What follows belongs to an exercise in optimizing a design on an open flow for small area; a production flow would make more cautious choices. Only simulation tests tie the RTL to the original design; equivalence was not proved. In every run shown here, the design's own scripts or RTL, not TritonCTS, make the clock network. No driver is modelled on the clock port, so clock power and skew are understated where the tree is cut down; a real chip needs a root buffer or a tree.

### constraint.sdc
create_clock -name core_clock -period 20.0 [get_ports {clock}]
set_input_delay 4.0000 -clock core_clock [delete_from_list [all_inputs] [get_ports {clock}]]
set_output_delay 4.0000 -clock core_clock [all_outputs]
set_load 0.01 [all_outputs]
### config.mk
export PLATFORM = sky130hd
export DESIGN_NAME = fir_lowpass
export DESIGN_NICKNAME = fir_lowpass
export VERILOG_FILES = /design/flow/design.v
export SDC_FILE = /design/flow/constraint.sdc
export NUM_CORES = 4
export LEC_CHECK = 0
export CAP_MARGIN = 20
export CORE_MARGIN = 2
export CORE_UTILIZATION = 70
export SLEW_MARGIN = 20
export SYNTH_HIERARCHICAL = 1
### flow/replace_tree.tcl
# Replaces the clock tree that clock_tree_synthesis built with build_clock_tree's.
proc replace_clock_tree {nleaf leafcell rootcell} {
  set block [ord::get_db_block]
  set clknet [$block findNet clock]
  foreach inst [$block getInsts] {
    if {[string match "sky130_fd_sc_hd__dfxtp*" [[$inst getMaster] getName]]} {
      set it [$inst findITerm CLK]
      $it disconnect
      $it connect $clknet
    }
  }
  set del {}
  foreach inst [$block getInsts] {
    set nm [$inst getName]
    if {[string match "clkbuf_*" $nm] || [string match "clkload*" $nm]} { lappend del $inst }
  }
  foreach inst $del { odb::dbInst_destroy $inst }
  foreach net [$block getNets] {
    if {[string match "clknet_*" [$net getName]] && [llength [$net getITerms]] == 0} { odb::dbNet_destroy $net }
  }
  puts "removed [llength $del] clock tree cells"
  build_clock_tree $nleaf $leafcell $rootcell
}
### flow/post_cts.tcl
# POST_CTS_TCL hook: swap the clock tree that clock_tree_synthesis built for a two-level tree of
# fewer, larger clock buffers (clock port -> one root buffer -> leaf buffers -> flip-flops),
# then legalize the placement again.
set here [file dirname $::env(POST_CTS_TCL)]
source $here/mytree.tcl
source $here/replace_tree.tcl
replace_clock_tree 10 sky130_fd_sc_hd__clkbuf_8 sky130_fd_sc_hd__clkbuf_4
detailed_placement
check_placement -verbose
estimate_parasitics -placement
### standard.sh
#!/bin/bash
# synth_recipe.tcl (not shown) runs the flow's synth.tcl, then flattens the netlist and writes it again
# the make line also repeats each setting of config.mk as NAME=value (left out here)
make -C /OpenROAD-flow-scripts/flow DESIGN_CONFIG=/design/flow/config.mk WORK_HOME=/design/flow/orfs CLKGATE_MAP_FILE= SYNTH_SCRIPT=/design/flow/synth_recipe.tcl "${@:-finish}"
### flow/mytree.tcl
# Builds a two-level clock tree by hand: the clock port drives one root buffer, which drives
# NLEAF leaf buffers, each placed at the centroid of a k-means cluster of flip-flops.
proc build_clock_tree {nleaf leafcell rootcell} {
  set block [ord::get_db_block]
  set db [ord::get_db]
  set clknet [$block findNet clock]
  set sinks {}
  foreach it [$clknet getITerms] {
    lappend sinks $it
  }
  set n [llength $sinks]
  set xs {}; set ys {}
  foreach it $sinks {
    set bb [[$it getInst] getBBox]
    lappend xs [expr {([$bb xMin] + [$bb xMax]) / 2.0}]
    lappend ys [expr {([$bb yMin] + [$bb yMax]) / 2.0}]
  }
  # k-means, seeded with sinks spread along the sorted order of x+y
  set order [lsort -real -indices [lmap x $xs y $ys {expr {$x + 0.7 * $y}}]]
  set cx {}; set cy {}
  for {set k 0} {$k < $nleaf} {incr k} {
    set i [lindex $order [expr {int(($k + 0.5) * $n / $nleaf)}]]
    lappend cx [lindex $xs $i]; lappend cy [lindex $ys $i]
  }
  set cap [expr {int(ceil(double($n) / $nleaf)) + 2}]
  for {set iter 0} {$iter < 30} {incr iter} {
    # capacitated assignment: sinks in order of their best distance, each to the nearest cluster with room
    set cnt [lrepeat $nleaf 0]
    set assign [lrepeat $n -1]
    set pairs {}
    for {set i 0} {$i < $n} {incr i} {
      for {set k 0} {$k < $nleaf} {incr k} {
        set d [expr {abs([lindex $xs $i] - [lindex $cx $k]) + abs([lindex $ys $i] - [lindex $cy $k])}]
        lappend pairs [list $d $i $k]
      }
    }
    foreach p [lsort -real -index 0 $pairs] {
      lassign $p d i k
      if {[lindex $assign $i] >= 0} continue
      if {[lindex $cnt $k] >= $cap} continue
      lset assign $i $k
      lset cnt $k [expr {[lindex $cnt $k] + 1}]
    }
    set sx [lrepeat $nleaf 0.0]; set sy [lrepeat $nleaf 0.0]
    for {set i 0} {$i < $n} {incr i} {
      set k [lindex $assign $i]
      lset sx $k [expr {[lindex $sx $k] + [lindex $xs $i]}]
      lset sy $k [expr {[lindex $sy $k] + [lindex $ys $i]}]
    }
    for {set k 0} {$k < $nleaf} {incr k} {
      if {[lindex $cnt $k] > 0} {
        lset cx $k [expr {[lindex $sx $k] / [lindex $cnt $k]}]
        lset cy $k [expr {[lindex $sy $k] / [lindex $cnt $k]}]
      }
    }
  }
  set rootm [$db findMaster $rootcell]
  set leafm [$db findMaster $leafcell]
  set rootnet [odb::dbNet_create $block "clknet_root"]
  $rootnet setSigType CLOCK
  set root [odb::dbInst_create $block $rootm "clkbuf_root"]
  set mx 0.0; set my 0.0
  for {set k 0} {$k < $nleaf} {incr k} { set mx [expr {$mx + [lindex $cx $k]}]; set my [expr {$my + [lindex $cy $k]}] }
  $root setLocation [expr {int($mx / $nleaf)}] [expr {int($my / $nleaf)}]
  $root setPlacementStatus PLACED
  [$root findITerm A] connect $clknet
  [$root findITerm X] connect $rootnet
  set leafnets {}
  for {set k 0} {$k < $nleaf} {incr k} {
    set net [odb::dbNet_create $block "clknet_leaf_$k"]
    $net setSigType CLOCK
    set b [odb::dbInst_create $block $leafm "clkbuf_leaf_$k"]
    $b setLocation [expr {int([lindex $cx $k])}] [expr {int([lindex $cy $k])}]
    $b setPlacementStatus PLACED
    [$b findITerm A] connect $rootnet
    [$b findITerm X] connect $net
    lappend leafnets $net
  }
  for {set i 0} {$i < $n} {incr i} {
    set it [lindex $sinks $i]
    $it disconnect
    $it connect [lindex $leafnets [lindex $assign $i]]
  }
  puts "manual clock tree: $n sinks, $nleaf leaves of $leafcell, root $rootcell, cluster sizes $cnt"
}
### flow/run.sh
#!/bin/bash
# The standard layout (standard.sh: ORFS from synthesis to finish) with three changes:
# - ports are buffered with the smallest buffer (BUFFER_PORTS_ARGS);
# - clock tree synthesis inserts no dummy loads;
# - after clock tree synthesis, flow/post_cts.tcl replaces its tree with a two-level tree of
#   fewer buffers (flow/mytree.tcl).
# ORFS keeps each tool's log under orfs/logs/; make's own output goes to make_finish.log here.
set -euo pipefail
here=$(pwd)
export POST_CTS_TCL="$here/flow/post_cts.tcl"
CTS="-sink_clustering_enable -repair_clock_nets -dont_use_dummy_load -buf_list sky130_fd_sc_hd__clkbuf_8"
bash standard.sh "BUFFER_PORTS_ARGS=-buffer_cell sky130_fd_sc_hd__buf_1" "CTS_ARGS=$CTS" "POST_CTS_TCL=$POST_CTS_TCL" finish > make_finish.log 2>&1
### design.v
`default_nettype none
module fir_lowpass
  (input  logic clock, reset,
   input  logic [15:0] xin,
   output logic [15:0] y);
    logic [15:0] xr;   
    logic [15:0] a1;   
    logic [15:0] a2;   
    logic [15:0] a3;   
    logic [14:0] a4;   
    logic [14:0] a5;   
    logic [14:0] a6;   
    logic [13:0] a7;   
    logic [13:0] a8;   
    logic [12:0] a9;   
    logic [15:0] d0;
    logic [15:0] d1;
    logic [15:0] d2;
    logic [15:0] d3;
    logic [14:0] d4;
    logic [14:0] d5;
    logic [14:0] d6;
    logic [13:0] d7;
    logic [13:0] d8;
    logic [12:0] d9;
    logic n1;
    logic n2;
    logic n3;
    logic n4;
    logic n5;
    logic n6;
    logic n7;
    logic n8;
    logic n9;
    logic n10;
    logic n11;
    logic n12;
    logic n13;
    logic n14;
    logic n15;
    logic n16;
    logic n17;
    logic n18;
    logic n19;
    logic n20;
    logic n21;
    logic n22;
    logic n23;
    logic n24;
    logic n25;
    logic n26;
    logic n27;
    logic n28;
    logic n29;
    logic n30;
    logic n31;
    logic n32;
    logic n33;
    logic n34;
    logic n35;
    logic n36;
    logic n37;
    logic n38;
    logic n39;
    logic n40;
    logic n41;
    logic n42;
    logic n43;
    logic n44;
    logic n45;
    logic n46;
    logic n47;
    logic n48;
    logic n49;
    logic n50;
    logic n51;
    logic n52;
    logic n53;
    logic n54;
    logic n55;
    logic n56;
    logic n57;
    logic n58;
    logic n59;
    logic n60;
    logic n61;
    logic n62;
    logic n63;
    logic n64;
    logic n65;
    logic n66;
    logic n67;
    logic n68;
    logic n69;
    logic n70;
    logic n71;
    logic n72;
    logic n73;
    logic n74;
    logic n75;
    logic n76;
    logic n77;
    logic n78;
    logic n79;
    logic n80;
    logic n81;
    logic n82;
    logic n83;
    logic n84;
    logic n85;
    logic n86;
    logic n87;
    logic n88;
    logic n89;
    logic n90;
    logic n91;
    logic n92;
    logic n93;
    logic n94;
    logic n95;
    logic n96;
    logic n97;
    logic n98;
    logic n99;
    logic n100;
    logic n101;
    logic n102;
    logic n103;
    logic n104;
    logic n105;
    logic n106;
    logic n107;
    logic n108;
    logic n109;
    logic n110;
    logic n111;
    logic n112;
    logic n113;
    logic n114;
    logic n115;
    logic n116;
    logic n117;
    logic n118;
    logic n119;
    logic n120;
    logic n121;
    logic n122;
    logic n123;
    logic n124;
    logic n125;
    logic n126;
    logic n127;
    logic n128;
    logic n129;
    logic n130;
    logic n131;
    logic n132;
    logic n133;
    logic n134;
    logic n135;
    logic n136;
    logic n137;
    logic n138;
    logic n139;
    logic n140;
    logic n141;
    logic n142;
    logic n143;
    logic n144;
    logic n145;
    logic n146;
    logic n147;
    logic n148;
    logic n149;
    logic n150;
    logic n151;
    logic n152;
    logic n153;
    logic n154;
    logic n155;
    logic n156;
    logic n157;
    logic n158;
    logic n159;
    logic n160;
    logic n161;
    logic n162;
    logic n163;
    logic n164;
    logic n165;
    logic n166;
    logic n167;
    logic n168;
    logic n169;
    logic n170;
    logic n171;
    logic n172;
    logic n173;
    logic n174;
    logic n175;
    logic n176;
    logic n177;
    logic n178;
    logic n179;
    logic n180;
    logic n181;
    logic n182;
    logic n183;
    logic n184;
    logic n185;
    logic n186;
    logic n187;
    logic n188;
    logic n189;
    logic n190;
    logic n191;
    logic n192;
    logic n193;
    logic n194;
    logic n195;
    logic n196;
    logic n197;
    logic n198;
    logic n199;
    logic n200;
    logic n201;
    logic n202;
    logic n203;
    logic n204;
    logic n205;
    logic n206;
    logic n207;
    logic n208;
    logic n209;
    logic n210;
    logic n211;
    logic n212;
    logic n213;
    logic n214;
    logic n215;
    logic n216;
    logic n217;
    logic n218;
    logic n219;
    logic n220;
    logic n221;
    logic n222;
    logic n223;
    logic n224;
    logic n225;
    logic n226;
    logic n227;
    logic n228;
    logic n229;
    logic n230;
    logic n231;
    logic n232;
    logic n233;
    logic n234;
    logic n235;
    logic n236;
    logic n237;
    logic n238;
    logic n239;
    logic n240;
    logic n241;
    logic n242;
    logic n243;
    logic n244;
    logic n245;
    logic n246;
    logic n247;
    logic n248;
    logic n249;
    logic n250;
    logic n251;
    logic n252;
    logic n253;
    logic n254;
    logic n255;
    logic n256;
    logic n257;
    logic n258;
    logic n259;
    logic n260;
    logic n261;
    logic n262;
    logic n263;
    logic n264;
    logic n265;
    logic n266;
    logic n267;
    logic n268;
    logic n269;
    logic n270;
    logic n271;
    logic n272;
    logic n273;
    logic n274;
    logic n275;
    logic n276;
    logic n277;
    logic n278;
    logic n279;
    logic n280;
    logic n281;
    logic n282;
    logic n283;
    logic n284;
    logic n285;
    logic n286;
    logic n287;
    logic n288;
    logic n289;
    logic n290;
    logic n291;
    logic n292;
    logic n293;
    logic n294;
    logic n295;
    logic n296;
    logic n297;
    logic n298;
    logic n299;
    logic n300;
    logic n301;
    logic n302;
    logic n303;
    logic n304;
    logic n305;
    logic n306;
    logic n307;
    logic n308;
    logic n309;
    logic n310;
    logic n311;
    logic n312;
    logic n313;
    logic n314;
    logic n315;
    logic n316;
    logic n317;
    logic n318;
    logic n319;
    logic n320;
    logic n321;
    logic n322;
    logic n323;
    logic n324;
    logic n325;
    logic n326;
    logic n327;
    logic n328;
    logic n329;
    logic n330;
    logic n331;
    logic n332;
    logic n333;
    logic n334;
    logic n335;
    logic n336;
    logic n337;
    logic n338;
    logic n339;
    logic n340;
    logic n341;
    logic n342;
    logic n343;
    logic n344;
    logic n345;
    logic n346;
    logic n347;
    logic n348;
    logic n349;
    logic n350;
    logic n351;
    logic n352;
    logic n353;
    logic n354;
    logic n355;
    logic n356;
    logic n357;
    logic n358;
    logic n359;
    logic n360;
    logic n361;
    logic n362;
    logic n363;
    logic n364;
    logic n365;
    logic n366;
    logic n367;
    logic n368;
    logic n369;
    logic n370;
    logic n371;
    logic n372;
    logic n373;
    logic n374;
    logic n375;
    logic n376;
    logic n377;
    logic n378;
    logic n379;
    logic n380;
    logic n381;
    logic n382;
    logic n383;
    logic n384;
    logic n385;
    logic n386;
    logic n387;
    logic n388;
    logic n389;
    logic n390;
    logic n391;
    logic n392;
    logic n393;
    logic n394;
    logic n395;
    logic n396;
    logic n397;
    logic n398;
    logic n399;
    logic n400;
    logic n401;
    logic n402;
    logic n403;
    logic n404;
    logic n405;
    logic n406;
    logic n407;
    logic n408;
    logic n409;
    logic n410;
    logic n411;
    logic n412;
    logic n413;
    logic n414;
    logic n415;
    logic n416;
    logic n417;
    logic n418;
    logic n419;
    logic n420;
    logic n421;
    logic n422;
    logic n423;
    logic n424;
    logic n425;
    logic n426;
    logic n427;
    logic n428;
    logic n429;
    logic n430;
    logic n431;
    logic n432;
    logic n433;
    logic n434;
    logic n435;
    logic n436;
    logic n437;
    logic n438;
    logic n439;
    logic n440;
    logic n441;
    logic n442;
    logic n443;
    logic n444;
    logic n445;
    logic n446;
    logic n447;
    logic n448;
    logic n449;
    logic n450;
    logic n451;
    logic n452;
    logic n453;
    logic n454;
    logic n455;
    logic n456;
    logic n457;
    logic n458;
    logic n459;
    logic n460;
    logic n461;
    logic n462;
    logic n463;
    logic n464;
    logic n465;
    logic n466;
    logic n467;
    logic n468;
    logic n469;
    logic n470;
    logic n471;
    logic n472;
    logic n473;
    logic n474;
    logic n475;
    logic n476;
    logic n477;
    logic n478;
    logic n479;
    logic n480;
    logic n481;
    logic n482;
    logic n483;
    logic n484;
    logic n485;
    logic n486;
    logic n487;
    logic n488;
    logic n489;
    logic n490;
    logic n491;
    logic n492;
    logic n493;
    logic n494;
    logic n495;
    logic n496;
    logic n497;
    logic n498;
    logic n499;
    logic n500;
    logic n501;
    logic n502;
    logic n503;
    logic n504;
    logic n505;
    logic n506;
    logic n507;
    logic n508;
    logic n509;
    logic n510;
    logic n511;
    logic n512;
    logic n513;
    logic n514;
    logic n515;
    logic n516;
    logic n517;
    logic n518;
    logic n519;
    logic n520;
    logic n521;
    logic n522;
    logic n523;
    logic n524;
    logic n525;
    logic n526;
    logic n527;
    logic n528;
    logic n529;
    logic n530;
    logic n531;
    logic n532;
    logic n533;
    logic n534;
    logic n535;
    logic n536;
    logic n537;
    logic n538;
    logic n539;
    logic n540;
    logic n541;
    logic n542;
    logic n543;
    logic n544;
    logic n545;
    logic n546;
    logic n547;
    logic n548;
    logic n549;
    logic n550;
    logic n551;
    logic n552;
    logic n553;
    logic n554;
    logic n555;
    logic n556;
    logic n557;
    logic n558;
    logic n559;
    logic n560;
    logic n561;
    logic n562;
    logic n563;
    logic n564;
    logic n565;
    logic n566;
    logic n567;
    logic n568;
    logic n569;
    logic n570;
    logic n571;
    logic n572;
    logic n573;
    logic n574;
    logic n575;
    logic n576;
    logic n577;
    logic n578;
    logic n579;
    logic n580;
    logic n581;
    logic n582;
    logic n583;
    logic n584;
    logic n585;
    logic n586;
    logic n587;
    logic n588;
    logic n589;
    logic n590;
    logic n591;
    logic n592;
    logic n593;
    logic n594;
    logic n595;
    logic n596;
    logic n597;
    logic n598;
    logic n599;
    logic n600;
    logic n601;
    logic n602;
    logic n603;
    logic n604;
    logic n605;
    logic n606;
    logic n607;
    logic n608;
    logic n609;
    logic n610;
    logic n611;
    logic n612;
    logic n613;
    logic n614;
    logic n615;
    logic n616;
    logic n617;
    logic n618;
    logic n619;
    logic n620;
    logic n621;
    logic n622;
    logic n623;
    logic n624;
    logic n625;
    logic n626;
    logic n627;
    logic n628;
    logic n629;
    logic n630;
    logic n631;
    logic n632;
    logic n633;
    logic n634;
    logic n635;
    logic n636;
    logic n637;
    logic n638;
    logic n639;
    logic n640;
    logic n641;
    logic n642;
    logic n643;
    logic n644;
    logic n645;
    logic n646;
    logic n647;
    logic n648;
    logic n649;
    logic n650;
    logic n651;
    logic n652;
    logic n653;
    logic n654;
    logic n655;
    logic n656;
    logic n657;
    logic n658;
    logic nreset;
    inv u_nreset (.a(reset), .y(nreset));
    assign n1 = xr[0] ^ xr[2];
    assign n2 = xr[0] & xr[2];
    fa un3 (.a(xr[1]), .b(xr[3]), .c(n2), .s(n3), .co(n4));
    fa un5 (.a(xr[2]), .b(xr[4]), .c(n4), .s(n5), .co(n6));
    fa un7 (.a(xr[3]), .b(xr[5]), .c(n6), .s(n7), .co(n8));
    fa un9 (.a(xr[4]), .b(xr[6]), .c(n8), .s(n9), .co(n10));
    fa un11 (.a(xr[5]), .b(xr[7]), .c(n10), .s(n11), .co(n12));
    fa un13 (.a(xr[6]), .b(xr[8]), .c(n12), .s(n13), .co(n14));
    fa un15 (.a(xr[7]), .b(xr[9]), .c(n14), .s(n15), .co(n16));
    fa un17 (.a(xr[8]), .b(xr[10]), .c(n16), .s(n17), .co(n18));
    fa un19 (.a(xr[9]), .b(xr[11]), .c(n18), .s(n19), .co(n20));
    fa un21 (.a(xr[10]), .b(xr[12]), .c(n20), .s(n21), .co(n22));
    fa un23 (.a(xr[11]), .b(xr[13]), .c(n22), .s(n23), .co(n24));
    fa un25 (.a(xr[12]), .b(xr[14]), .c(n24), .s(n25), .co(n26));
    fa un27 (.a(xr[13]), .b(xr[15]), .c(n26), .s(n27), .co(n28));
    fa un29 (.a(xr[14]), .b(xr[15]), .c(n28), .s(n29), .co(n30));
    assign n31 = ~xr[0];
    assign n32 = ~xr[1];
    assign n33 = ~xr[2];
    assign n34 = ~xr[3];
    assign n35 = ~xr[4];
    assign n36 = ~xr[5];
    assign n37 = ~xr[6];
    assign n38 = ~xr[7];
    assign n39 = ~xr[8];
    assign n40 = ~xr[9];
    assign n41 = ~xr[10];
    assign n42 = ~xr[11];
    assign n43 = ~xr[12];
    assign n44 = ~xr[13];
    assign n45 = ~xr[14];
    assign n46 = ~xr[15];
    assign n47 = n31 ^ n34;
    assign n48 = ~n31 & ~n34;
    assign n49 = ~n48;
    fa un50 (.a(n32), .b(n35), .c(n49), .s(n50), .co(n51));
    fa un52 (.a(n33), .b(n36), .c(n51), .s(n52), .co(n53));
    fa un54 (.a(n34), .b(n37), .c(n53), .s(n54), .co(n55));
    fa un56 (.a(n35), .b(n38), .c(n55), .s(n56), .co(n57));
    fa un58 (.a(n36), .b(n39), .c(n57), .s(n58), .co(n59));
    fa un60 (.a(n37), .b(n40), .c(n59), .s(n60), .co(n61));
    fa un62 (.a(n38), .b(n41), .c(n61), .s(n62), .co(n63));
    fa un64 (.a(n39), .b(n42), .c(n63), .s(n64), .co(n65));
    fa un66 (.a(n40), .b(n43), .c(n65), .s(n66), .co(n67));
    fa un68 (.a(n41), .b(n44), .c(n67), .s(n68), .co(n69));
    fa un70 (.a(n42), .b(n45), .c(n69), .s(n70), .co(n71));
    fa un72 (.a(n43), .b(n46), .c(n71), .s(n72), .co(n73));
    fa un74 (.a(n44), .b(n46), .c(n73), .s(n74), .co(n75));
    fa un76 (.a(n45), .b(n46), .c(n75), .s(n76), .co(n77));
    assign n78 = n32 ^ n31;
    assign n79 = n32 & n31;
    assign n80 = n33 ^ n79;
    assign n81 = n33 & n79;
    assign n82 = n34 ^ n81;
    assign n83 = n34 & n81;
    assign n84 = n35 ^ n83;
    assign n85 = n35 & n83;
    fa un86 (.a(xr[0]), .b(n36), .c(n85), .s(n86), .co(n87));
    fa un88 (.a(xr[1]), .b(n37), .c(n87), .s(n88), .co(n89));
    fa un90 (.a(xr[2]), .b(n38), .c(n89), .s(n90), .co(n91));
    fa un92 (.a(xr[3]), .b(n39), .c(n91), .s(n92), .co(n93));
    fa un94 (.a(xr[4]), .b(n40), .c(n93), .s(n94), .co(n95));
    fa un96 (.a(xr[5]), .b(n41), .c(n95), .s(n96), .co(n97));
    fa un98 (.a(xr[6]), .b(n42), .c(n97), .s(n98), .co(n99));
    fa un100 (.a(xr[7]), .b(n43), .c(n99), .s(n100), .co(n101));
    fa un102 (.a(xr[8]), .b(n44), .c(n101), .s(n102), .co(n103));
    fa un104 (.a(xr[9]), .b(n45), .c(n103), .s(n104), .co(n105));
    fa un106 (.a(xr[10]), .b(n46), .c(n105), .s(n106), .co(n107));
    fa un108 (.a(xr[11]), .b(n46), .c(n107), .s(n108), .co(n109));
    fa un110 (.a(xr[12]), .b(n46), .c(n109), .s(n110), .co(n111));
    fa un112 (.a(xr[13]), .b(n46), .c(n111), .s(n112), .co(n113));
    fa un114 (.a(xr[14]), .b(n46), .c(n113), .s(n114), .co(n115));
    assign n116 = xr[15] ^ n46;
    assign n117 = n116 ^ n115;
    assign n118 = ~n31;
    assign n119 = xr[0] ^ n82;
    assign n120 = xr[0] & n82;
    fa un121 (.a(xr[1]), .b(n84), .c(n120), .s(n121), .co(n122));
    fa un123 (.a(xr[2]), .b(n86), .c(n122), .s(n123), .co(n124));
    fa un125 (.a(xr[3]), .b(n88), .c(n124), .s(n125), .co(n126));
    fa un127 (.a(xr[4]), .b(n90), .c(n126), .s(n127), .co(n128));
    fa un129 (.a(xr[5]), .b(n92), .c(n128), .s(n129), .co(n130));
    fa un131 (.a(xr[6]), .b(n94), .c(n130), .s(n131), .co(n132));
    fa un133 (.a(xr[7]), .b(n96), .c(n132), .s(n133), .co(n134));
    fa un135 (.a(xr[8]), .b(n98), .c(n134), .s(n135), .co(n136));
    fa un137 (.a(xr[9]), .b(n100), .c(n136), .s(n137), .co(n138));
    fa un139 (.a(xr[10]), .b(n102), .c(n138), .s(n139), .co(n140));
    fa un141 (.a(xr[11]), .b(n104), .c(n140), .s(n141), .co(n142));
    fa un143 (.a(xr[12]), .b(n106), .c(n142), .s(n143), .co(n144));
    fa un145 (.a(xr[13]), .b(n108), .c(n144), .s(n145), .co(n146));
    fa un147 (.a(xr[14]), .b(n110), .c(n146), .s(n147), .co(n148));
    fa un149 (.a(xr[15]), .b(n112), .c(n148), .s(n149), .co(n150));
    fa un151 (.a(xr[15]), .b(n114), .c(n150), .s(n151), .co(n152));
    fa un153 (.a(xr[15]), .b(n117), .c(n152), .s(n153), .co(n154));
    assign n155 = xr[15] ^ n117;
    assign n156 = n155 ^ n154;
    assign n157 = ~n47;
    assign n158 = xr[1] ^ xr[0];
    assign n159 = ~xr[1] & ~xr[0];
    assign n160 = n1 ^ n159;
    assign n161 = ~n1 & n159;
    assign n162 = n3 ^ n161;
    assign n163 = ~n3 & n161;
    assign n164 = n5 ^ n163;
    assign n165 = ~n5 & n163;
    assign n166 = ~n165;
    assign n167 = (n31 & n7) | (n31 & n166) | (n7 & n166);
    assign n168 = (n32 & n9) | (n32 & n167) | (n9 & n167);
    assign n169 = (n33 & n11) | (n33 & n168) | (n11 & n168);
    assign n170 = (n157 & n13) | (n157 & n169) | (n13 & n169);
    assign n171 = (n50 & n15) | (n50 & n170) | (n15 & n170);
    assign n172 = (n52 & n17) | (n52 & n171) | (n17 & n171);
    assign n173 = (n54 & n19) | (n54 & n172) | (n19 & n172);
    fa un174 (.a(n56), .b(n21), .c(n173), .s(n174), .co(n175));
    fa un176 (.a(n58), .b(n23), .c(n175), .s(n176), .co(n177));
    fa un178 (.a(n60), .b(n25), .c(n177), .s(n178), .co(n179));
    fa un180 (.a(n62), .b(n27), .c(n179), .s(n180), .co(n181));
    fa un182 (.a(n64), .b(n29), .c(n181), .s(n182), .co(n183));
    fa un184 (.a(n66), .b(n30), .c(n183), .s(n184), .co(n185));
    fa un186 (.a(n68), .b(xr[15]), .c(n185), .s(n186), .co(n187));
    fa un188 (.a(n70), .b(xr[15]), .c(n187), .s(n188), .co(n189));
    fa un190 (.a(n72), .b(xr[15]), .c(n189), .s(n190), .co(n191));
    fa un192 (.a(n74), .b(xr[15]), .c(n191), .s(n192), .co(n193));
    fa un194 (.a(n76), .b(xr[15]), .c(n193), .s(n194), .co(n195));
    fa un196 (.a(n77), .b(xr[15]), .c(n195), .s(n196), .co(n197));
    assign n198 = n46 ^ xr[15];
    assign n199 = n198 ^ n197;
    assign n200 = n84 ^ n118;
    assign n201 = n84 & n118;
    fa un202 (.a(n86), .b(n78), .c(n201), .s(n202), .co(n203));
    fa un204 (.a(n88), .b(n80), .c(n203), .s(n204), .co(n205));
    fa un206 (.a(n90), .b(n119), .c(n205), .s(n206), .co(n207));
    fa un208 (.a(n92), .b(n121), .c(n207), .s(n208), .co(n209));
    fa un210 (.a(n94), .b(n123), .c(n209), .s(n210), .co(n211));
    fa un212 (.a(n96), .b(n125), .c(n211), .s(n212), .co(n213));
    fa un214 (.a(n98), .b(n127), .c(n213), .s(n214), .co(n215));
    fa un216 (.a(n100), .b(n129), .c(n215), .s(n216), .co(n217));
    fa un218 (.a(n102), .b(n131), .c(n217), .s(n218), .co(n219));
    fa un220 (.a(n104), .b(n133), .c(n219), .s(n220), .co(n221));
    fa un222 (.a(n106), .b(n135), .c(n221), .s(n222), .co(n223));
    fa un224 (.a(n108), .b(n137), .c(n223), .s(n224), .co(n225));
    fa un226 (.a(n110), .b(n139), .c(n225), .s(n226), .co(n227));
    fa un228 (.a(n112), .b(n141), .c(n227), .s(n228), .co(n229));
    fa un230 (.a(n114), .b(n143), .c(n229), .s(n230), .co(n231));
    fa un232 (.a(n117), .b(n145), .c(n231), .s(n232), .co(n233));
    fa un234 (.a(n117), .b(n147), .c(n233), .s(n234), .co(n235));
    fa un236 (.a(n117), .b(n149), .c(n235), .s(n236), .co(n237));
    fa un238 (.a(n117), .b(n151), .c(n237), .s(n238), .co(n239));
    fa un240 (.a(n117), .b(n153), .c(n239), .s(n240), .co(n241));
    assign n242 = n117 ^ n156;
    assign n243 = n242 ^ n241;
    assign n244 = xr[0] ^ n204;
    assign n245 = xr[0] & n204;
    assign n246 = (xr[1] & n206) | (xr[1] & n245) | (n206 & n245);
    assign n247 = (n1 & n208) | (n1 & n246) | (n208 & n246);
    assign n248 = (n3 & n210) | (n3 & n247) | (n210 & n247);
    assign n249 = (n5 & n212) | (n5 & n248) | (n212 & n248);
    assign n250 = (n7 & n214) | (n7 & n249) | (n214 & n249);
    assign n251 = (n9 & n216) | (n9 & n250) | (n216 & n250);
    assign n252 = (n11 & n218) | (n11 & n251) | (n218 & n251);
    fa un253 (.a(n13), .b(n220), .c(n252), .s(n253), .co(n254));
    fa un255 (.a(n15), .b(n222), .c(n254), .s(n255), .co(n256));
    fa un257 (.a(n17), .b(n224), .c(n256), .s(n257), .co(n258));
    fa un259 (.a(n19), .b(n226), .c(n258), .s(n259), .co(n260));
    fa un261 (.a(n21), .b(n228), .c(n260), .s(n261), .co(n262));
    fa un263 (.a(n23), .b(n230), .c(n262), .s(n263), .co(n264));
    fa un265 (.a(n25), .b(n232), .c(n264), .s(n265), .co(n266));
    fa un267 (.a(n27), .b(n234), .c(n266), .s(n267), .co(n268));
    fa un269 (.a(n29), .b(n236), .c(n268), .s(n269), .co(n270));
    fa un271 (.a(n30), .b(n238), .c(n270), .s(n271), .co(n272));
    fa un273 (.a(xr[15]), .b(n240), .c(n272), .s(n273), .co(n274));
    assign n275 = xr[15] ^ n243;
    assign n276 = n275 ^ n274;
    assign n277 = n11 ^ n118;
    assign n278 = n11 & n118;
    assign n279 = (n13 & n78) | (n13 & n278) | (n78 & n278);
    assign n280 = (n15 & n80) | (n15 & n279) | (n80 & n279);
    assign n281 = (n17 & n82) | (n17 & n280) | (n82 & n280);
    assign n282 = (n19 & n84) | (n19 & n281) | (n84 & n281);
    assign n283 = (n21 & n86) | (n21 & n282) | (n86 & n282);
    assign n284 = (n23 & n88) | (n23 & n283) | (n88 & n283);
    assign n285 = (n25 & n90) | (n25 & n284) | (n90 & n284);
    fa un286 (.a(n27), .b(n92), .c(n285), .s(n286), .co(n287));
    fa un288 (.a(n29), .b(n94), .c(n287), .s(n288), .co(n289));
    fa un290 (.a(n30), .b(n96), .c(n289), .s(n290), .co(n291));
    fa un292 (.a(xr[15]), .b(n98), .c(n291), .s(n292), .co(n293));
    fa un294 (.a(xr[15]), .b(n100), .c(n293), .s(n294), .co(n295));
    fa un296 (.a(xr[15]), .b(n102), .c(n295), .s(n296), .co(n297));
    fa un298 (.a(xr[15]), .b(n104), .c(n297), .s(n298), .co(n299));
    fa un300 (.a(xr[15]), .b(n106), .c(n299), .s(n300), .co(n301));
    fa un302 (.a(xr[15]), .b(n108), .c(n301), .s(n302), .co(n303));
    fa un304 (.a(xr[15]), .b(n110), .c(n303), .s(n304), .co(n305));
    fa un306 (.a(xr[15]), .b(n112), .c(n305), .s(n306), .co(n307));
    fa un308 (.a(xr[15]), .b(n114), .c(n307), .s(n308), .co(n309));
    assign n310 = xr[15] ^ n117;
    assign n311 = n310 ^ n309;
    assign n312 = ~n218;
    assign n313 = ~n220;
    assign n314 = ~n222;
    assign n315 = ~n224;
    assign n316 = ~n226;
    assign n317 = ~n228;
    assign n318 = ~n230;
    assign n319 = ~n232;
    assign n320 = ~n234;
    assign n321 = ~n236;
    assign n322 = ~n238;
    assign n323 = ~n240;
    assign n324 = ~n243;
    assign n325 = xr[0] | xr[1];
    assign n326 = n325 | xr[2];
    assign n327 = n326 | xr[3];
    assign n328 = n327 | xr[4];
    assign n329 = n328 | xr[5];
    assign n330 = n329 | xr[6];
    assign n331 = n330 | xr[7];
    assign n332 = n331 | xr[8];
    assign n333 = n332 | xr[9];
    assign n334 = n333 | xr[10];
    assign n335 = n334 | xr[11];
    assign n336 = n335 | xr[12];
    assign n337 = n336 | xr[13];
    assign n338 = n337 | xr[14];
    assign n339 = xr[15] & n338;
    assign n340 = xr[15] & n337;
    assign n341 = xr[15] & n335;
    assign n342 = xr[15] & n332;
    assign n343 = xr[15] & n336;
    assign n344 = n286 ^ n339;
    assign n345 = n286 & n339;
    assign n346 = n288 ^ n345;
    assign n347 = n288 & n345;
    assign n348 = n290 ^ n347;
    assign n349 = n290 & n347;
    assign n350 = n292 ^ n349;
    assign n351 = n292 & n349;
    assign n352 = n294 ^ n351;
    assign n353 = n294 & n351;
    assign n354 = n296 ^ n353;
    assign n355 = n296 & n353;
    assign n356 = n298 ^ n355;
    assign n357 = n298 & n355;
    assign n358 = n300 ^ n357;
    assign n359 = n300 & n357;
    assign n360 = n302 ^ n359;
    assign n361 = n302 & n359;
    assign n362 = n304 ^ n361;
    assign n363 = n304 & n361;
    assign n364 = n306 ^ n363;
    assign n365 = n306 & n363;
    assign n366 = n308 ^ n365;
    assign n367 = n308 & n365;
    assign n368 = n311 ^ n367;
    assign n369 = ~n344;
    assign n370 = ~n346;
    assign n371 = ~n348;
    assign n372 = ~n350;
    assign n373 = ~n352;
    assign n374 = ~n354;
    assign n375 = ~n356;
    assign n376 = ~n358;
    assign n377 = ~n360;
    assign n378 = ~n362;
    assign n379 = ~n364;
    assign n380 = ~n366;
    assign n381 = ~n368;
    fa un382 (.a(a9[0]), .b(n253), .c(n340), .s(n382), .co(n383));
    fa un384 (.a(a9[1]), .b(n255), .c(n383), .s(n384), .co(n385));
    fa un386 (.a(a9[2]), .b(n257), .c(n385), .s(n386), .co(n387));
    fa un388 (.a(a9[3]), .b(n259), .c(n387), .s(n388), .co(n389));
    fa un390 (.a(a9[4]), .b(n261), .c(n389), .s(n390), .co(n391));
    fa un392 (.a(a9[5]), .b(n263), .c(n391), .s(n392), .co(n393));
    fa un394 (.a(a9[6]), .b(n265), .c(n393), .s(n394), .co(n395));
    fa un396 (.a(a9[7]), .b(n267), .c(n395), .s(n396), .co(n397));
    fa un398 (.a(a9[8]), .b(n269), .c(n397), .s(n398), .co(n399));
    fa un400 (.a(a9[9]), .b(n271), .c(n399), .s(n400), .co(n401));
    fa un402 (.a(a9[10]), .b(n273), .c(n401), .s(n402), .co(n403));
    fa un404 (.a(a9[11]), .b(n276), .c(n403), .s(n404), .co(n405));
    fa un406 (.a(a9[12]), .b(n276), .c(n405), .s(n406), .co(n407));
    assign n408 = a9[12] ^ n276;
    assign n409 = n408 ^ n407;
    assign n410 = ~n341;
    fa un411 (.a(a8[0]), .b(n174), .c(n410), .s(n411), .co(n412));
    fa un413 (.a(a8[1]), .b(n176), .c(n412), .s(n413), .co(n414));
    fa un415 (.a(a8[2]), .b(n178), .c(n414), .s(n415), .co(n416));
    fa un417 (.a(a8[3]), .b(n180), .c(n416), .s(n417), .co(n418));
    fa un419 (.a(a8[4]), .b(n182), .c(n418), .s(n419), .co(n420));
    fa un421 (.a(a8[5]), .b(n184), .c(n420), .s(n421), .co(n422));
    fa un423 (.a(a8[6]), .b(n186), .c(n422), .s(n423), .co(n424));
    fa un425 (.a(a8[7]), .b(n188), .c(n424), .s(n425), .co(n426));
    fa un427 (.a(a8[8]), .b(n190), .c(n426), .s(n427), .co(n428));
    fa un429 (.a(a8[9]), .b(n192), .c(n428), .s(n429), .co(n430));
    fa un431 (.a(a8[10]), .b(n194), .c(n430), .s(n431), .co(n432));
    fa un433 (.a(a8[11]), .b(n196), .c(n432), .s(n433), .co(n434));
    fa un435 (.a(a8[12]), .b(n199), .c(n434), .s(n435), .co(n436));
    assign n437 = a8[13] ^ n199;
    assign n438 = n437 ^ n436;
    fa un439 (.a(a7[0]), .b(n131), .c(n342), .s(n439), .co(n440));
    fa un441 (.a(a7[1]), .b(n133), .c(n440), .s(n441), .co(n442));
    fa un443 (.a(a7[2]), .b(n135), .c(n442), .s(n443), .co(n444));
    fa un445 (.a(a7[3]), .b(n137), .c(n444), .s(n445), .co(n446));
    fa un447 (.a(a7[4]), .b(n139), .c(n446), .s(n447), .co(n448));
    fa un449 (.a(a7[5]), .b(n141), .c(n448), .s(n449), .co(n450));
    fa un451 (.a(a7[6]), .b(n143), .c(n450), .s(n451), .co(n452));
    fa un453 (.a(a7[7]), .b(n145), .c(n452), .s(n453), .co(n454));
    fa un455 (.a(a7[8]), .b(n147), .c(n454), .s(n455), .co(n456));
    fa un457 (.a(a7[9]), .b(n149), .c(n456), .s(n457), .co(n458));
    fa un459 (.a(a7[10]), .b(n151), .c(n458), .s(n459), .co(n460));
    fa un461 (.a(a7[11]), .b(n153), .c(n460), .s(n461), .co(n462));
    fa un463 (.a(a7[12]), .b(n156), .c(n462), .s(n463), .co(n464));
    fa un465 (.a(a7[13]), .b(n156), .c(n464), .s(n465), .co(n466));
    assign n467 = a7[13] ^ n156;
    assign n468 = n467 ^ n466;
    assign n469 = ~n343;
    fa un470 (.a(a6[0]), .b(n312), .c(n469), .s(n470), .co(n471));
    fa un472 (.a(a6[1]), .b(n313), .c(n471), .s(n472), .co(n473));
    fa un474 (.a(a6[2]), .b(n314), .c(n473), .s(n474), .co(n475));
    fa un476 (.a(a6[3]), .b(n315), .c(n475), .s(n476), .co(n477));
    fa un478 (.a(a6[4]), .b(n316), .c(n477), .s(n478), .co(n479));
    fa un480 (.a(a6[5]), .b(n317), .c(n479), .s(n480), .co(n481));
    fa un482 (.a(a6[6]), .b(n318), .c(n481), .s(n482), .co(n483));
    fa un484 (.a(a6[7]), .b(n319), .c(n483), .s(n484), .co(n485));
    fa un486 (.a(a6[8]), .b(n320), .c(n485), .s(n486), .co(n487));
    fa un488 (.a(a6[9]), .b(n321), .c(n487), .s(n488), .co(n489));
    fa un490 (.a(a6[10]), .b(n322), .c(n489), .s(n490), .co(n491));
    fa un492 (.a(a6[11]), .b(n323), .c(n491), .s(n492), .co(n493));
    fa un494 (.a(a6[12]), .b(n324), .c(n493), .s(n494), .co(n495));
    fa un496 (.a(a6[13]), .b(n324), .c(n495), .s(n496), .co(n497));
    assign n498 = a6[14] ^ n324;
    assign n499 = n498 ^ n497;
    fa un500 (.a(a5[0]), .b(n312), .c(n469), .s(n500), .co(n501));
    fa un502 (.a(a5[1]), .b(n313), .c(n501), .s(n502), .co(n503));
    fa un504 (.a(a5[2]), .b(n314), .c(n503), .s(n504), .co(n505));
    fa un506 (.a(a5[3]), .b(n315), .c(n505), .s(n506), .co(n507));
    fa un508 (.a(a5[4]), .b(n316), .c(n507), .s(n508), .co(n509));
    fa un510 (.a(a5[5]), .b(n317), .c(n509), .s(n510), .co(n511));
    fa un512 (.a(a5[6]), .b(n318), .c(n511), .s(n512), .co(n513));
    fa un514 (.a(a5[7]), .b(n319), .c(n513), .s(n514), .co(n515));
    fa un516 (.a(a5[8]), .b(n320), .c(n515), .s(n516), .co(n517));
    fa un518 (.a(a5[9]), .b(n321), .c(n517), .s(n518), .co(n519));
    fa un520 (.a(a5[10]), .b(n322), .c(n519), .s(n520), .co(n521));
    fa un522 (.a(a5[11]), .b(n323), .c(n521), .s(n522), .co(n523));
    fa un524 (.a(a5[12]), .b(n324), .c(n523), .s(n524), .co(n525));
    fa un526 (.a(a5[13]), .b(n324), .c(n525), .s(n526), .co(n527));
    assign n528 = a5[14] ^ n324;
    assign n529 = n528 ^ n527;
    fa un530 (.a(a4[0]), .b(n131), .c(n342), .s(n530), .co(n531));
    fa un532 (.a(a4[1]), .b(n133), .c(n531), .s(n532), .co(n533));
    fa un534 (.a(a4[2]), .b(n135), .c(n533), .s(n534), .co(n535));
    fa un536 (.a(a4[3]), .b(n137), .c(n535), .s(n536), .co(n537));
    fa un538 (.a(a4[4]), .b(n139), .c(n537), .s(n538), .co(n539));
    fa un540 (.a(a4[5]), .b(n141), .c(n539), .s(n540), .co(n541));
    fa un542 (.a(a4[6]), .b(n143), .c(n541), .s(n542), .co(n543));
    fa un544 (.a(a4[7]), .b(n145), .c(n543), .s(n544), .co(n545));
    fa un546 (.a(a4[8]), .b(n147), .c(n545), .s(n546), .co(n547));
    fa un548 (.a(a4[9]), .b(n149), .c(n547), .s(n548), .co(n549));
    fa un550 (.a(a4[10]), .b(n151), .c(n549), .s(n550), .co(n551));
    fa un552 (.a(a4[11]), .b(n153), .c(n551), .s(n552), .co(n553));
    fa un554 (.a(a4[12]), .b(n156), .c(n553), .s(n554), .co(n555));
    fa un556 (.a(a4[13]), .b(n156), .c(n555), .s(n556), .co(n557));
    fa un558 (.a(a4[14]), .b(n156), .c(n557), .s(n558), .co(n559));
    assign n560 = a4[14] ^ n156;
    assign n561 = n560 ^ n559;
    fa un562 (.a(a3[0]), .b(n174), .c(n410), .s(n562), .co(n563));
    fa un564 (.a(a3[1]), .b(n176), .c(n563), .s(n564), .co(n565));
    fa un566 (.a(a3[2]), .b(n178), .c(n565), .s(n566), .co(n567));
    fa un568 (.a(a3[3]), .b(n180), .c(n567), .s(n568), .co(n569));
    fa un570 (.a(a3[4]), .b(n182), .c(n569), .s(n570), .co(n571));
    fa un572 (.a(a3[5]), .b(n184), .c(n571), .s(n572), .co(n573));
    fa un574 (.a(a3[6]), .b(n186), .c(n573), .s(n574), .co(n575));
    fa un576 (.a(a3[7]), .b(n188), .c(n575), .s(n576), .co(n577));
    fa un578 (.a(a3[8]), .b(n190), .c(n577), .s(n578), .co(n579));
    fa un580 (.a(a3[9]), .b(n192), .c(n579), .s(n580), .co(n581));
    fa un582 (.a(a3[10]), .b(n194), .c(n581), .s(n582), .co(n583));
    fa un584 (.a(a3[11]), .b(n196), .c(n583), .s(n584), .co(n585));
    fa un586 (.a(a3[12]), .b(n199), .c(n585), .s(n586), .co(n587));
    fa un588 (.a(a3[13]), .b(n199), .c(n587), .s(n588), .co(n589));
    fa un590 (.a(a3[14]), .b(n199), .c(n589), .s(n590), .co(n591));
    assign n592 = a3[15] ^ n199;
    assign n593 = n592 ^ n591;
    fa un594 (.a(a2[0]), .b(n253), .c(n340), .s(n594), .co(n595));
    fa un596 (.a(a2[1]), .b(n255), .c(n595), .s(n596), .co(n597));
    fa un598 (.a(a2[2]), .b(n257), .c(n597), .s(n598), .co(n599));
    fa un600 (.a(a2[3]), .b(n259), .c(n599), .s(n600), .co(n601));
    fa un602 (.a(a2[4]), .b(n261), .c(n601), .s(n602), .co(n603));
    fa un604 (.a(a2[5]), .b(n263), .c(n603), .s(n604), .co(n605));
    fa un606 (.a(a2[6]), .b(n265), .c(n605), .s(n606), .co(n607));
    fa un608 (.a(a2[7]), .b(n267), .c(n607), .s(n608), .co(n609));
    fa un610 (.a(a2[8]), .b(n269), .c(n609), .s(n610), .co(n611));
    fa un612 (.a(a2[9]), .b(n271), .c(n611), .s(n612), .co(n613));
    fa un614 (.a(a2[10]), .b(n273), .c(n613), .s(n614), .co(n615));
    fa un616 (.a(a2[11]), .b(n276), .c(n615), .s(n616), .co(n617));
    fa un618 (.a(a2[12]), .b(n276), .c(n617), .s(n618), .co(n619));
    fa un620 (.a(a2[13]), .b(n276), .c(n619), .s(n620), .co(n621));
    fa un622 (.a(a2[14]), .b(n276), .c(n621), .s(n622), .co(n623));
    assign n624 = a2[15] ^ n276;
    assign n625 = n624 ^ n623;
    assign n626 = a1[0] ^ n344;
    assign n627 = ~a1[0] & n344;
    assign n628 = ~n627;
    fa un629 (.a(a1[1]), .b(n370), .c(n628), .s(n629), .co(n630));
    fa un631 (.a(a1[2]), .b(n371), .c(n630), .s(n631), .co(n632));
    fa un633 (.a(a1[3]), .b(n372), .c(n632), .s(n633), .co(n634));
    fa un635 (.a(a1[4]), .b(n373), .c(n634), .s(n635), .co(n636));
    fa un637 (.a(a1[5]), .b(n374), .c(n636), .s(n637), .co(n638));
    fa un639 (.a(a1[6]), .b(n375), .c(n638), .s(n639), .co(n640));
    fa un641 (.a(a1[7]), .b(n376), .c(n640), .s(n641), .co(n642));
    fa un643 (.a(a1[8]), .b(n377), .c(n642), .s(n643), .co(n644));
    fa un645 (.a(a1[9]), .b(n378), .c(n644), .s(n645), .co(n646));
    fa un647 (.a(a1[10]), .b(n379), .c(n646), .s(n647), .co(n648));
    fa un649 (.a(a1[11]), .b(n380), .c(n648), .s(n649), .co(n650));
    fa un651 (.a(a1[12]), .b(n381), .c(n650), .s(n651), .co(n652));
    fa un653 (.a(a1[13]), .b(n381), .c(n652), .s(n653), .co(n654));
    fa un655 (.a(a1[14]), .b(n381), .c(n654), .s(n655), .co(n656));
    assign n657 = a1[15] ^ n368;
    assign n658 = n657 ^ n656;
    assign d0 = {(n658 & ~reset), ~(n655 | reset), ~(n653 | reset), ~(n651 | reset), ~(n649 | reset), ~(n647 | reset), ~(n645 | reset), ~(n643 | reset), ~(n641 | reset), ~(n639 | reset), ~(n637 | reset), ~(n635 | reset), ~(n633 | reset), ~(n631 | reset), ~(n629 | reset), ~(n626 | reset)};
    assign d1 = {~(n625 & nreset), ~(n622 & nreset), ~(n620 & nreset), ~(n618 & nreset), ~(n616 & nreset), ~(n614 & nreset), ~(n612 & nreset), ~(n610 & nreset), ~(n608 & nreset), ~(n606 & nreset), ~(n604 & nreset), ~(n602 & nreset), ~(n600 & nreset), ~(n598 & nreset), ~(n596 & nreset), ~(n594 & nreset)};
    assign d2 = {~(n593 | reset), ~(n590 | reset), ~(n588 | reset), ~(n586 | reset), ~(n584 | reset), ~(n582 | reset), ~(n580 | reset), ~(n578 | reset), ~(n576 | reset), ~(n574 | reset), ~(n572 | reset), ~(n570 | reset), ~(n568 | reset), ~(n566 | reset), ~(n564 | reset), ~(n562 | reset)};
    assign d3 = {~(n561 & nreset), ~(n558 & nreset), ~(n556 & nreset), ~(n554 & nreset), ~(n552 & nreset), ~(n550 & nreset), ~(n548 & nreset), ~(n546 & nreset), ~(n544 & nreset), ~(n542 & nreset), ~(n540 & nreset), ~(n538 & nreset), ~(n536 & nreset), ~(n534 & nreset), ~(n532 & nreset), ~(n530 & nreset)};
    assign d4 = {~(n529 | reset), ~(n526 | reset), ~(n524 | reset), ~(n522 | reset), ~(n520 | reset), ~(n518 | reset), ~(n516 | reset), ~(n514 | reset), ~(n512 | reset), ~(n510 | reset), ~(n508 | reset), ~(n506 | reset), ~(n504 | reset), ~(n502 | reset), ~(n500 | reset)};
    assign d5 = {(n499 | reset), (n496 | reset), (n494 | reset), (n492 | reset), (n490 | reset), (n488 | reset), (n486 | reset), (n484 | reset), (n482 | reset), (n480 | reset), (n478 | reset), (n476 | reset), (n474 | reset), (n472 | reset), (n470 | reset)};
    assign d6 = {~(n468 & nreset), ~(n465 & nreset), ~(n463 & nreset), ~(n461 & nreset), ~(n459 & nreset), ~(n457 & nreset), ~(n455 & nreset), ~(n453 & nreset), ~(n451 & nreset), ~(n449 & nreset), ~(n447 & nreset), ~(n445 & nreset), ~(n443 & nreset), ~(n441 & nreset), ~(n439 & nreset)};
    assign d7 = {~(n438 | reset), ~(n435 | reset), ~(n433 | reset), ~(n431 | reset), ~(n429 | reset), ~(n427 | reset), ~(n425 | reset), ~(n423 | reset), ~(n421 | reset), ~(n419 | reset), ~(n417 | reset), ~(n415 | reset), ~(n413 | reset), ~(n411 | reset)};
    assign d8 = {~(n409 & nreset), ~(n406 & nreset), ~(n404 & nreset), ~(n402 & nreset), ~(n400 & nreset), ~(n398 & nreset), ~(n396 & nreset), ~(n394 & nreset), ~(n392 & nreset), ~(n390 & nreset), ~(n388 & nreset), ~(n386 & nreset), ~(n384 & nreset), ~(n382 & nreset)};
    assign d9 = {~(n381 | reset), ~(n380 | reset), ~(n379 | reset), ~(n378 | reset), ~(n377 | reset), ~(n376 | reset), ~(n375 | reset), ~(n374 | reset), ~(n373 | reset), ~(n372 | reset), ~(n371 | reset), ~(n370 | reset), ~(n369 | reset)};
    always_ff @(posedge clock) begin
        xr <= xin & {16{~reset}};
        y <= d0;
        a1 <= d1;
        a2 <= d2;
        a3 <= d3;
        a4 <= d4;
        a5 <= d5;
        a6 <= d6;
        a7 <= d7;
        a8 <= d8;
        a9 <= d9;
    end
endmodule
module fa (input logic a, b, c, output logic s, co);
    assign s = a ^ b ^ c;
    assign co = (a & b) | (a & c) | (b & c);
endmodule
module inv (input logic a, output logic y);
    assign y = ~a;
endmodule
==> parameters.txt, run 1 <==
Parameter                              Value

GRT
  Gr ovfl total    0
  Maximum number of pins on one net before global-route repair    62
  Wire length of the first global-routing pass    32,300 um
  Number of antenna violations at the first check in global routing    1
  Total global-route track usage    0.295
  Number of global-route vias before repair    5,786

Synthesis
  Largest area contributor in the netlist    fa_1
  Most used DFF post-synth    dfxtp_1
  Synth area leaders    fa_1, dfxtp_1, nor2_1, ha_1, nand2_1
  Compound-cell area share of the yosys netlist    0.0218
  Number of distinct library cells after synthesis    34
  Cell with the most instances after synthesis    fa_1
  Leading cell types by count after synthesis    fa_1, dfxtp_1, nor2_1, nand2_1, inv_1
  Multiplexer share of the synthesized area    0
  Largest family of logic cells by synthesized area    adder cells
  Cell count after synthesis    741
  Simple-gate portion of the synthesized area    0.0839
  Number of warnings issued by yosys    7
  Synthesized-area fraction occupied by adder cells    0.513
  Xor-xnor portion of the synthesized cell area    0.0220
  Share of the synthesized area in the top cell type    0.487
  Post-synth EDFFs    0
  Average cell area after synthesis    13.4 um^2
  Post-synth net total    a little over 1k
  Number of storage elements in the synthesis netlist    approximately 170
  Share of async-settable or async-resettable flops after synthesis    0
  Combined area of all synthesized cells    9950 um^2
  Sequential share of the synthesized area    0.334

CTS
  Clock sink count    166
  Clock Pin Slew Worst Setup and Hold Paths    100 ps
  Clock latency at the later pin of the worst-skew pair    570 ps

Layout
  Final Core Density    0.749
  Fraction of layout instances using a drive strength above 1    0.0430
  Multi-input combinational cell area    ~6400 um^2
  Net total in the final layout    approximately 1.1k
  Growth of design area from synthesis to finish    4.55%
  Area of all sequential standard cells    3320 um^2
  Post-route cell area    10,400 um^2
  Number of fill cells in the layout    941

Routing
  Remaining number of nets flagged by the antenna check after routing    0
  DRC errors left    0
  DRT Wirelength    roughly 20,000 um
  Overall via count from detail_route    5,357
  Via density    between 5 and 6
  First-pass iteration count of the detailed router    5
  Detailed-route wire length per cell    approximately 21 um
  DRT iter0 DRCs    369

STA
  Highest Clock Rate    0.0722 GHz
  Final number of hold-violating endpoints    0
  Setup violators final    0
  Remaining max-slew budget at the tightest pin    0.296
  Unrepaired setup endpoints after global routing    false
  Final-layout setup total negative slack    0 ps
  Clock period minus final worst setup slack    13,840 ps
  Count of final max-slew check failures    0
  Layout Skew    22.3 ps
  Portion of the clock cycle consumed by the worst path in the final layout    0.692
  Transition at the pin with the smallest max-transition slack    1050 ps

Floorplan
  Die outline area    15,200 um^2
  Std cell rows    43
  Core region area    about 14,000 um^2
  Die Span X    between 100 and 150 um
  Height of the die    123 um
  IO Count    34
  Initial core utilization    0.717

Setup path
  Cell with the largest stage delay on the worst path    fa_1
  Category of the most critical setup path    reg -> reg
  Most frequent cell on the critical path    fa_1
  Crit path launch type    register
  Capturing element type of the critical path    register
  Data required, critical path    20,440 ps
  Worst path arrival time    between 10,000 and 15,000 ps
  Delay of the slowest cell on the worst path    ~580 ps
  Peak fanout along the critical path    11

Run
  Max-capacitance violation count    0

Placed design
  Half-perimeter wire length after placement    approximately 17,000 um
  Cell area after placement    10,200 um^2
  Final Wtd Congestion    0.980
  Port Buffer Count    33

Status
  Outcome  timing/DRC/antenna clean

Worst hold path
  Hold Crit Class    reg -> reg
-- layer usage --
layer,global-route usage,part of all wire,vias to the layer above
met2,0.446,0.47,186
li1,-,-,2316
met5,0,0,-
met4,0.0639,0.021,0
met1,0.460,0.44,2824
met3,0.0526,0.075,31
-- logic make-up after synthesis --
kind of cell	count (synthesis)
DFF	166
xor gates and xnor gates	25
adders and majority gates	263
and+or+nand+nor	191
AOI/OAI and AO/OA	30
buffers and inverters	66
-- Yosys stat by module (local to each module, per instance) --
module	cell area [um^2]	copies in the design
fa	20.0	242
inv	3.75	1
fir_lowpass	5100	1
-- sequential cells by signal, indices dropped and copies added, names as in the netlist --
name / cells
a7: 14
a4: 15
a2: 16
a5: 15
y: 16
a1: 16
a8: 14
a9: 13
a3: 16
xr: 16
a6: 15
-- through the flow --
stage	hold slack, ps	setup WS, ps	cells
after global routing	574	5760	949
after detailed placement	566	6210	937
after floorplan	556	7020	741
after global placement	560	6360	937
final	558	6160	949
-- cell usage in the layout, fill, tap and decap left out, drive strengths merged, types with 4 or more instances in the layout --
cell and count:
xnor2 18, nor2b 19, fa 242, clkbuf 12, nor3 5, inv 47, nor2 76, buf 34
a21oi 4, xor2 7, nand2 66, ha 20, dfxtp 166, o21ai 7, or2 14
-- final cells by class --
cell class                      instances  area share
Antenna cell                            1    0.000241
Sequential cell                       166       0.320
Multi-Input combinational cell        509       0.614
Buffer                                 11      0.0140
Inverter                               47      0.0170
Tap cell                              180      0.0217
Timing Repair Buffer                   35      0.0137
-- final timing paths --
| path | start | end | slack [ps] | cells after the start |
|---|---|---|---|---|
| setup reg to reg | xr[0] | y[15] | 6160 | 38 |
| setup / recovery | xr[0] | y[15] | 6160 | 38 |
| hold reg to reg | a1[10] | y[10] | 560 | 2 |
| hold / removal | a1[10] | y[10] | 560 | 2 |
-- critical path: cells and delay by family (launching register included) --
kind,cells,cell delay (ps)
and+or+nand+nor,5,890
adders and majority gates,30,11990
xor gates and xnor gates,2,300
DFF,1,440
buffers and inverters,1,80
==> run 2: changes to the inputs <==
--- a/flow/post_cts.tcl
+++ b/flow/post_cts.tcl
@@ -4,7 +4,7 @@
 set here [file dirname $::env(POST_CTS_TCL)]
 source $here/mytree.tcl
 source $here/replace_tree.tcl
-replace_clock_tree 10 sky130_fd_sc_hd__clkbuf_8 sky130_fd_sc_hd__clkbuf_4
+replace_clock_tree 6 sky130_fd_sc_hd__clkbuf_16 sky130_fd_sc_hd__clkbuf_8
 detailed_placement
 check_placement -verbose
 estimate_parasitics -placement
==> run 2 against run 1 <==
  * Global-route usage is 0.39 points higher
  * Wire length increased by 1.3%
  * Highest routed layer unchanged
  * Register-to-register slack about the same
  * Worst setup slack better by 1.2 ps
  * Critical endpoint unchanged
  * Clock skew down 4.1 ps
  * Critical path depth unchanged
==> parameters.txt, run 2 <==
Parameter                              Value

Synthesis
  Post-synth EDFFs    0 (unchanged)
  Leading cell types by count after synthesis    fa_1, dfxtp_1, nor2_1, nand2_1, inv_1 (unchanged)
  Post-synth net total    1,021 (unchanged)
  Share of async-settable or async-resettable flops after synthesis    0 (unchanged)
  Share of the synthesized area in the top cell type    0.487 (unchanged)
  Sequential share of the synthesized area    0.334 (unchanged)
  Cell with the most instances after synthesis    fa_1 (unchanged)
  Number of distinct library cells after synthesis    34 (unchanged)
  Cell count after synthesis    741 (unchanged)
  Number of warnings issued by yosys    7 (unchanged)
  Largest area contributor in the netlist    fa_1 (unchanged)
  Most used DFF post-synth    dfxtp_1 (unchanged)
  Number of storage elements in the synthesis netlist    166 (unchanged)
  Synth area leaders    fa_1, dfxtp_1, nor2_1, ha_1, nand2_1 (unchanged)
  Average cell area after synthesis    13.4 um^2 (unchanged)
  Combined area of all synthesized cells    9950 um^2 (unchanged)

GRT
  Gr ovfl total    0 (unchanged)
  Maximum number of pins on one net before global-route repair    62 (unchanged)
  Number of antenna violations at the first check in global routing    0 (was 1)
  Wire length of the first global-routing pass    32,900 um (was 32,300 um)
  Total global-route track usage    0.299 (was 0.295)
  Number of global-route vias before repair    5,860 (was 5,786)

STA
  Final number of hold-violating endpoints    0 (unchanged)
  Worst-case hold slack    570 ps (was 558 ps)
  Unrepaired setup endpoints after global routing    false (unchanged)
  Portion of the clock cycle consumed by the worst path in the final layout    0.692 (about the same)
  Layout Skew    18.2 ps (was 22.3 ps)
  Count of final max-slew check failures    0 (unchanged)
  Highest Clock Rate    0.0722 GHz (about the same)
  Transition at the pin with the smallest max-transition slack    1120 ps (was 1050 ps)
  Setup violators final    0 (unchanged)
  Clock period minus final worst setup slack    13,840 ps (about the same)
  Remaining max-slew budget at the tightest pin    0.252 (was 0.296)
  Final-layout setup total negative slack    0 ps (unchanged)

Placed design
  Cell area after placement    10,200 um^2 (unchanged)
  DP Cell Count    937 (unchanged)
  Final Wtd Congestion    0.980 (unchanged)
  Half-perimeter wire length after placement    16,600 um (unchanged)
  Port Buffer Count    33 (unchanged)

Layout
  Most frequent standard cell in the layout excluding fill and tap cells    fa_1 (unchanged)
  Growth of design area from synthesis to finish    4.72% (was 4.55%)
  Area of all sequential standard cells    3320 um^2 (unchanged)
  Antenna cells    0 (was 1)
  Non-Filler Instances    944 (was 949)
  Commonest cells after routing, fill and taps aside    fa_1, dfxtp_1, nor2_1 (unchanged)
  Number of fill cells in the layout    963 (was 941)
  Multi-input combinational cell area    6380 um^2 (unchanged)
  Final Core Density    0.750 (was 0.749)
  Net total in the final layout    1,046 (was 1,050)
  Post-route cell area    10,400 um^2 (about the same)
  Fraction of layout instances using a drive strength above 1    0.0380 (was 0.0430)

Routing
  DRT Wirelength    20,400 um (was 20,100 um)
  Detailed-route wire length per cell    21.6 um (was 21.2 um)
  DRC errors left    0 (unchanged)
  Remaining number of nets flagged by the antenna check after routing    0 (unchanged)
  Via density    5.64 (about the same)
  First-pass iteration count of the detailed router    4 (was 5)
  DRT iter0 DRCs    365 (was 369)
  Overall via count from detail_route    5,326 (was 5,357)

Floorplan
  Initial core utilization    0.717 (unchanged)
  Die Span X    123 um (unchanged)
  Height of the die    123 um (unchanged)
  IO Count    34 (unchanged)
  Core region area    13,900 um^2 (unchanged)
  Die outline area    15,200 um^2 (unchanged)
  Std cell rows    43 (unchanged)

Setup path
  Source of the critical timing path    xr[0] (unchanged)
  Beginning of the worst register-to-register path    xr[0] (unchanged)
  Depth of the most critical reg-to-reg path    38 (unchanged)
  Worst path arrival time    14,140 ps (was 14,280 ps)
  FF-to-FF End    y[15] (unchanged)
  Cell with the largest stage delay on the worst path    fa_1 (unchanged)
  Delay of the slowest cell on the worst path    590 ps (was 580 ps)
  Crit path launch type    register (unchanged)
  Most frequent cell on the critical path    fa_1 (unchanged)
  Category of the most critical setup path    reg -> reg (unchanged)
  Peak fanout along the critical path    11 (unchanged)
  Capturing element type of the critical path    register (unchanged)
  Register-to-register setup slack    6160 ps (about the same)
  Data required, critical path    20,300 ps (was 20,440 ps)

Run
  Max-capacitance violation count    0 (unchanged)

CTS
  Clock Pin Slew Worst Setup and Hold Paths    100 ps (about the same)
  Clock sink count    166 (unchanged)
  Clock latency at the later pin of the worst-skew pair    430 ps (was 570 ps)

Worst hold path
  Hold Crit Class    reg -> reg (unchanged)
  Hold Path Cell Cnt    2 (unchanged)
  Startpoint of the most critical hold path    a5[3] (was a1[10])
  Worst hold path endpoint    a4[3] (was y[10])

Status
  Outcome  timing/DRC/antenna clean (unchanged)
run 2: cell count changes in the layout (fill, tap and decap cells not counted):
cell	change
diode_2	-1
clkbuf_16	+6
clkbuf_4	-1
clkbuf_8	-9
run 2: area by class of cell:
cell class	count	area share
repair buffers	35	0.0137
multi-input cells	509	0.613
inverters	47	0.0169
well taps	180	0.0216
flip-flops and latches	166	0.319
plain buffers	7	0.0157
run 2: per-stage QoR:
| stage | setup WS (ps) |
|---|---|
| after floorplan | 7020 |
| after global placement | 6360 |
| after detailed placement | 6210 |
| after global routing | 5750 |
| final | 6160 |
run 2: critical path: cells and delay by family (launching register included):
kind	cells	cell delay [ps]
AND/OR/NAND/NOR	5	890
flip-flops	1	440
XOR/XNOR	2	300
buffers and inverters	1	80
adder cells (fa/ha/maj)	30	12010
run 2: logic make-up after synthesis:
group                    Yosys count  share of synthesized area
flip-flops                       166                      0.334
adder cells (fa/ha/maj)          263                      0.513
AND/OR/NAND/NOR                  191                     0.0839
buffers and inverters             66                     0.0249
XOR/XNOR                          25                     0.0220
AO/OA/AOI/OAI                     30                     0.0218
run 2: per-layer routing:
layer / up-vias / part of all wire / wire length (um) / GRT usage
li1: 2303 / - / - / -
met1: 2835 / 0.43 / 8810 / 0.449
met2: 159 / 0.47 / 9620 / 0.463
met3: 29 / 0.074 / 1510 / 0.0655
met4: 0 / 0.021 / 425 / 0.0604
met5: - / 0 / 0 / 0
run 2: per-module statistics from Yosys (local to each module, per instance):
| module | cells | area, um^2 | times used |
|---|---|---|---|
| fir_lowpass | 498 | 5100 | 1 |
| fa | 1 | 20.0 | 242 |
| inv | 1 | 3.75 | 1 |
run 2: how the worst max path moves through the flow:
stage               slack, ps  depth (start not counted)     to
global route             5750                         38  y[15]
floorplan                7020                         38  y[15]
detailed placement       6210                         38  y[15]
global placement         6360                         38  y[15]
finish                   6160                         38  y[15]

## port drivers added, routing unchanged
How much do the figures lean on ideal ports? The routed layouts below were timed once more, with nothing changed but the port constraints.
Step 1 assumes that a clkbuf_16 drives the clock port and a buf_2 every other input.
Step 2 times the ports against the registers' clock, not the clock port: input delays grow and output delays shrink by t, the midpoint of the rising clock arrivals with the driver on.
Slacks: no drivers / after step 1 / after step 2; pairs: no drivers / after step 1.
run | shift t [ns] | setup WS [ns] | worst hold slack (ns) | clock arrival spread, ns
run 1 | 0.596 | 6.157 / 6.157 / 6.157 | 0.558 / 0.558 / 0.558 | 0.023 / 0.024
run 2 | 0.458 | 6.158 / 6.158 / 6.158 | 0.570 / 0.570 / 0.570 | 0.019 / 0.018
After both steps setup and hold are still met in every run listed.
